Source: an optimization exercise on an open RTL-to-GDS flow (aim: small area, a short achievable clock period and few clock cycles). Production flows keep margins and buffers that such runs may drop.
Only simulation tests tie the RTL to the original design; equivalence was not proved.

==> 09-15: inputs <==
## layernorm_norm
module layernorm_norm (
    input  wire         aclk,
    input  wire         arstn,
    input  wire [159:0] S_AXIS_TDATA,
    input  wire         S_AXIS_TVALID,
    output wire         S_AXIS_TREADY,
    output wire [127:0] M_AXIS_TDATA,
    output wire         M_AXIS_TVALID,
    input  wire         M_AXIS_TREADY
);
Settings: LEC_CHECK=0, CAP_MARGIN=20, CORE_MARGIN=2, CORE_UTILIZATION=55, SETUP_SLACK_MARGIN=5, SLEW_MARGIN=20; clock period 11.0 ns.
run.sh (not shown) runs the stock make flow with config.mk's settings and CLKGATE_MAP_FILE= SYNTH_SCRIPT=/design/flow/synth_recipe.tcl, a recipe that flattens the netlist after the stock synthesis.
==> 08-22 (differences from 09-15) <==
--- a/flow/design.v
+++ b/flow/design.v
@@ -111,15 +111,15 @@
     wire [2:0] unf  = q[14:12];
     wire [15:6] p   = q[11:2];
     wire       st_h = q[1];
     wire       st_l = q[0];
     wire [7:0] e1, e2;
     wire       c2, c3;
     ln_inc #(.W(8)) u_e1 (.a(e0), .ci(1'b1), .s(e1), .co(c2));
-    ln_add #(.W(8)) u_e2 (.a(e0), .b(8'd2), .ci(1'b0), .s(e2), .co(c3));
+    ln_inc #(.W(8)) u_e2 (.a(e1), .ci(1'b1), .s(e2), .co(c3));
     wire       rh = p[7] & (st_h | p[8]);
     wire       rl = p[6] & (st_l | p[7]);
     wire [6:0] mh, ml;
     wire       oh, ol;
     ln_inc #(.W(7)) u_ih (.a(p[14:8]), .ci(rh), .s(mh), .co(oh));
     ln_inc #(.W(7)) u_il (.a(p[13:7]), .ci(rl), .s(ml), .co(ol));
     wire [6:0] m_fin = p[15] ? mh : ml;
@@ -565,15 +565,15 @@
     wire a_nan  = a_max && (ma != 7'd0);
     wire b_nan  = b_max && (mb != 7'd0);
     wire       eff_sub = sa ^ sb;
     wire [7:0] dab, dba;
     wire       cab, cba, cm;
     wire [6:0] dm;
     ln_add #(.W(8)) u_dab (.a(ea), .b(~eb), .ci(1'b1), .s(dab), .co(cab));
-    ln_add #(.W(8)) u_dba (.a(eb), .b(~ea), .ci(1'b1), .s(dba), .co(cba));
+    ln_inc #(.W(8)) u_dba (.a(~dab), .ci(1'b1), .s(dba), .co(cba));           
     ln_add #(.W(7)) u_dm  (.a(ma), .b(~mb), .ci(1'b1), .s(dm),  .co(cm));
     wire       e_lt = !cab;
     wire       e_eq = (ea == eb);
     wire       m_lt = !cm;
     wire       swap = e_lt || (e_eq && m_lt);
     wire       sx   = swap ? sb : sa;
     wire [7:0] ex   = e_lt ? eb : ea;
@@ -627,23 +627,18 @@
     wire [6:0]  mant = nrm[9:3];
     wire        g    = nrm[2];
     wire        st   = nrm[1] | nrm[0];
     wire        rnd  = g & (st | mant[0]);
     wire [6:0]  m_fin;
     wire        mco;
     ln_inc #(.W(7)) u_inc (.a(mant), .ci(rnd), .s(m_fin), .co(mco));
-    wire [9:0]  ex_p1, ex_p2, ex_m_lz;
-    wire        q0, q1, q2;
-    ln_inc #(.W(10)) u_ep1 (.a({2'b00, ex}), .ci(1'b1), .s(ex_p1), .co(q0));
-    ln_add #(.W(10)) u_ep2 (.a({2'b00, ex}), .b(10'd2), .ci(1'b0), .s(ex_p2), .co(q1));
-    ln_add #(.W(10)) u_eml (.a({2'b00, ex}), .b(~{6'd0, lz}), .ci(1'b1), .s(ex_m_lz), .co(q2));
-    wire [9:0]  ex_m_lz_p1;
-    wire        q4;
-    ln_inc #(.W(10)) u_emp (.a(ex_m_lz), .ci(1'b1), .s(ex_m_lz_p1), .co(q4));
-    wire [9:0]  e_fin = s[11] ? (mco ? ex_p2 : ex_p1) : (mco ? ex_m_lz_p1 : ex_m_lz);
+    wire [4:0]  delta = s[11] ? {3'b000, mco, !mco} : ({4'b0000, mco} - {1'b0, lz});
+    wire [9:0]  e_fin;
+    wire        q0;
+    ln_add #(.W(10)) u_ef (.a({2'b00, ex}), .b({{5{delta[4]}}, delta}), .ci(1'b0), .s(e_fin), .co(q0));
     always @(*) begin
         if (spec == 2'd1)
             y = 16'h7fc0;
         else if (spec == 2'd2)
             y = {spec_s, 8'hff, 7'd0};
         else if (spec == 2'd3)
             y = {spec_s, 15'd0};
Settings changed: CAP_MARGIN 20 to 10, CORE_UTILIZATION 55 to 40, SLEW_MARGIN 20 to 10.
==> 02-13 (differences from 09-15) <==
--- a/flow/design.v
+++ b/flow/design.v
@@ -111,15 +111,15 @@
     wire [2:0] unf  = q[14:12];
     wire [15:6] p   = q[11:2];
     wire       st_h = q[1];
     wire       st_l = q[0];
     wire [7:0] e1, e2;
     wire       c2, c3;
     ln_inc #(.W(8)) u_e1 (.a(e0), .ci(1'b1), .s(e1), .co(c2));
-    ln_add #(.W(8)) u_e2 (.a(e0), .b(8'd2), .ci(1'b0), .s(e2), .co(c3));
+    ln_inc #(.W(8)) u_e2 (.a(e1), .ci(1'b1), .s(e2), .co(c3));
     wire       rh = p[7] & (st_h | p[8]);
     wire       rl = p[6] & (st_l | p[7]);
     wire [6:0] mh, ml;
     wire       oh, ol;
     ln_inc #(.W(7)) u_ih (.a(p[14:8]), .ci(rh), .s(mh), .co(oh));
     ln_inc #(.W(7)) u_il (.a(p[13:7]), .ci(rl), .s(ml), .co(ol));
     wire [6:0] m_fin = p[15] ? mh : ml;
@@ -565,15 +565,15 @@
     wire a_nan  = a_max && (ma != 7'd0);
     wire b_nan  = b_max && (mb != 7'd0);
     wire       eff_sub = sa ^ sb;
     wire [7:0] dab, dba;
     wire       cab, cba, cm;
     wire [6:0] dm;
     ln_add #(.W(8)) u_dab (.a(ea), .b(~eb), .ci(1'b1), .s(dab), .co(cab));
-    ln_add #(.W(8)) u_dba (.a(eb), .b(~ea), .ci(1'b1), .s(dba), .co(cba));
+    ln_inc #(.W(8)) u_dba (.a(~dab), .ci(1'b1), .s(dba), .co(cba));           
     ln_add #(.W(7)) u_dm  (.a(ma), .b(~mb), .ci(1'b1), .s(dm),  .co(cm));
     wire       e_lt = !cab;
     wire       e_eq = (ea == eb);
     wire       m_lt = !cm;
     wire       swap = e_lt || (e_eq && m_lt);
     wire       sx   = swap ? sb : sa;
     wire [7:0] ex   = e_lt ? eb : ea;
@@ -627,23 +627,18 @@
     wire [6:0]  mant = nrm[9:3];
     wire        g    = nrm[2];
     wire        st   = nrm[1] | nrm[0];
     wire        rnd  = g & (st | mant[0]);
     wire [6:0]  m_fin;
     wire        mco;
     ln_inc #(.W(7)) u_inc (.a(mant), .ci(rnd), .s(m_fin), .co(mco));
-    wire [9:0]  ex_p1, ex_p2, ex_m_lz;
-    wire        q0, q1, q2;
-    ln_inc #(.W(10)) u_ep1 (.a({2'b00, ex}), .ci(1'b1), .s(ex_p1), .co(q0));
-    ln_add #(.W(10)) u_ep2 (.a({2'b00, ex}), .b(10'd2), .ci(1'b0), .s(ex_p2), .co(q1));
-    ln_add #(.W(10)) u_eml (.a({2'b00, ex}), .b(~{6'd0, lz}), .ci(1'b1), .s(ex_m_lz), .co(q2));
-    wire [9:0]  ex_m_lz_p1;
-    wire        q4;
-    ln_inc #(.W(10)) u_emp (.a(ex_m_lz), .ci(1'b1), .s(ex_m_lz_p1), .co(q4));
-    wire [9:0]  e_fin = s[11] ? (mco ? ex_p2 : ex_p1) : (mco ? ex_m_lz_p1 : ex_m_lz);
+    wire [4:0]  delta = s[11] ? {3'b000, mco, !mco} : ({4'b0000, mco} - {1'b0, lz});
+    wire [9:0]  e_fin;
+    wire        q0;
+    ln_add #(.W(10)) u_ef (.a({2'b00, ex}), .b({{5{delta[4]}}, delta}), .ci(1'b0), .s(e_fin), .co(q0));
     always @(*) begin
         if (spec == 2'd1)
             y = 16'h7fc0;
         else if (spec == 2'd2)
             y = {spec_s, 8'hff, 7'd0};
         else if (spec == 2'd3)
             y = {spec_s, 15'd0};
Settings changed: ABC_AREA set to 1.
==> 04-24 (differences from 09-15) <==
Settings changed: ABC_AREA set to 1, CORE_UTILIZATION 55 to 40.
==> comparison <==
Hold slack: 04-24 is worse than 02-13 (2.5 ps).
Wire length, lowest first: 02-13, 08-22, 04-24, 09-15.
The lowest maximum frequency belongs to 08-22, the highest to 04-24.
Synthesized cell count, lowest first: 08-22, 09-15, 02-13, 04-24.
The lowest first-iteration DRC count belongs to 08-22, the highest to 09-15.
Between 08-22 and 04-24, the lower synthesized area is in 08-22 (gap about 8%, measured against 04-24).
The lowest via count belongs to 08-22, the highest to 04-24.
Testbench counts of 09-15, summed over its fixed seeds: cycles 4,152.
Testbench counts of 08-22, summed over its fixed seeds: cycles 4,152.
Testbench counts of 02-13, summed over its fixed seeds: cycles 4,152.
Testbench counts of 04-24, summed over its fixed seeds: cycles 4,152.

-- re-timing with driven ports --
In the flow no input, the clock included, has a driving cell. The finished layouts below were timed again as built, in two steps. Step 1 sets driving cells, clkbuf_16 on the clock port and buf_2 on the other inputs (assumed; they add their load-dependent delay and slew). Step 2, shift: input delay + t, output delay - t, t = (earliest + latest rising clock arrival at the registers) / 2. This alone moves slack from input paths to output paths. a / b / c = ideal / step 1 / step 2; a / b = the first two.
run	t, ns	slack for setup (ns)	worst setup path at the end	latest minus earliest clock arrival (ns)	slew at the worst register clock pin (ns)
09-15	0.885	5.034 / 5.034 / 4.697	input to register	0.048 / 0.049	0.07 / 0.07
08-22	0.893	4.789 / 4.789 / 4.706	input to register	0.035 / 0.035	0.07 / 0.07
02-13	0.870	5.052 / 5.029 / 4.637	input to register	0.048 / 0.048	0.07 / 0.07
04-24	0.933	5.125 / 5.103 / 4.715	input to register	0.059 / 0.058	0.07 / 0.07
After both steps setup and hold are still met in every run listed. For 02-13, which loses most, drivers alone change the setup slack by -0.023 ns; drivers and shift together by -0.415 ns.
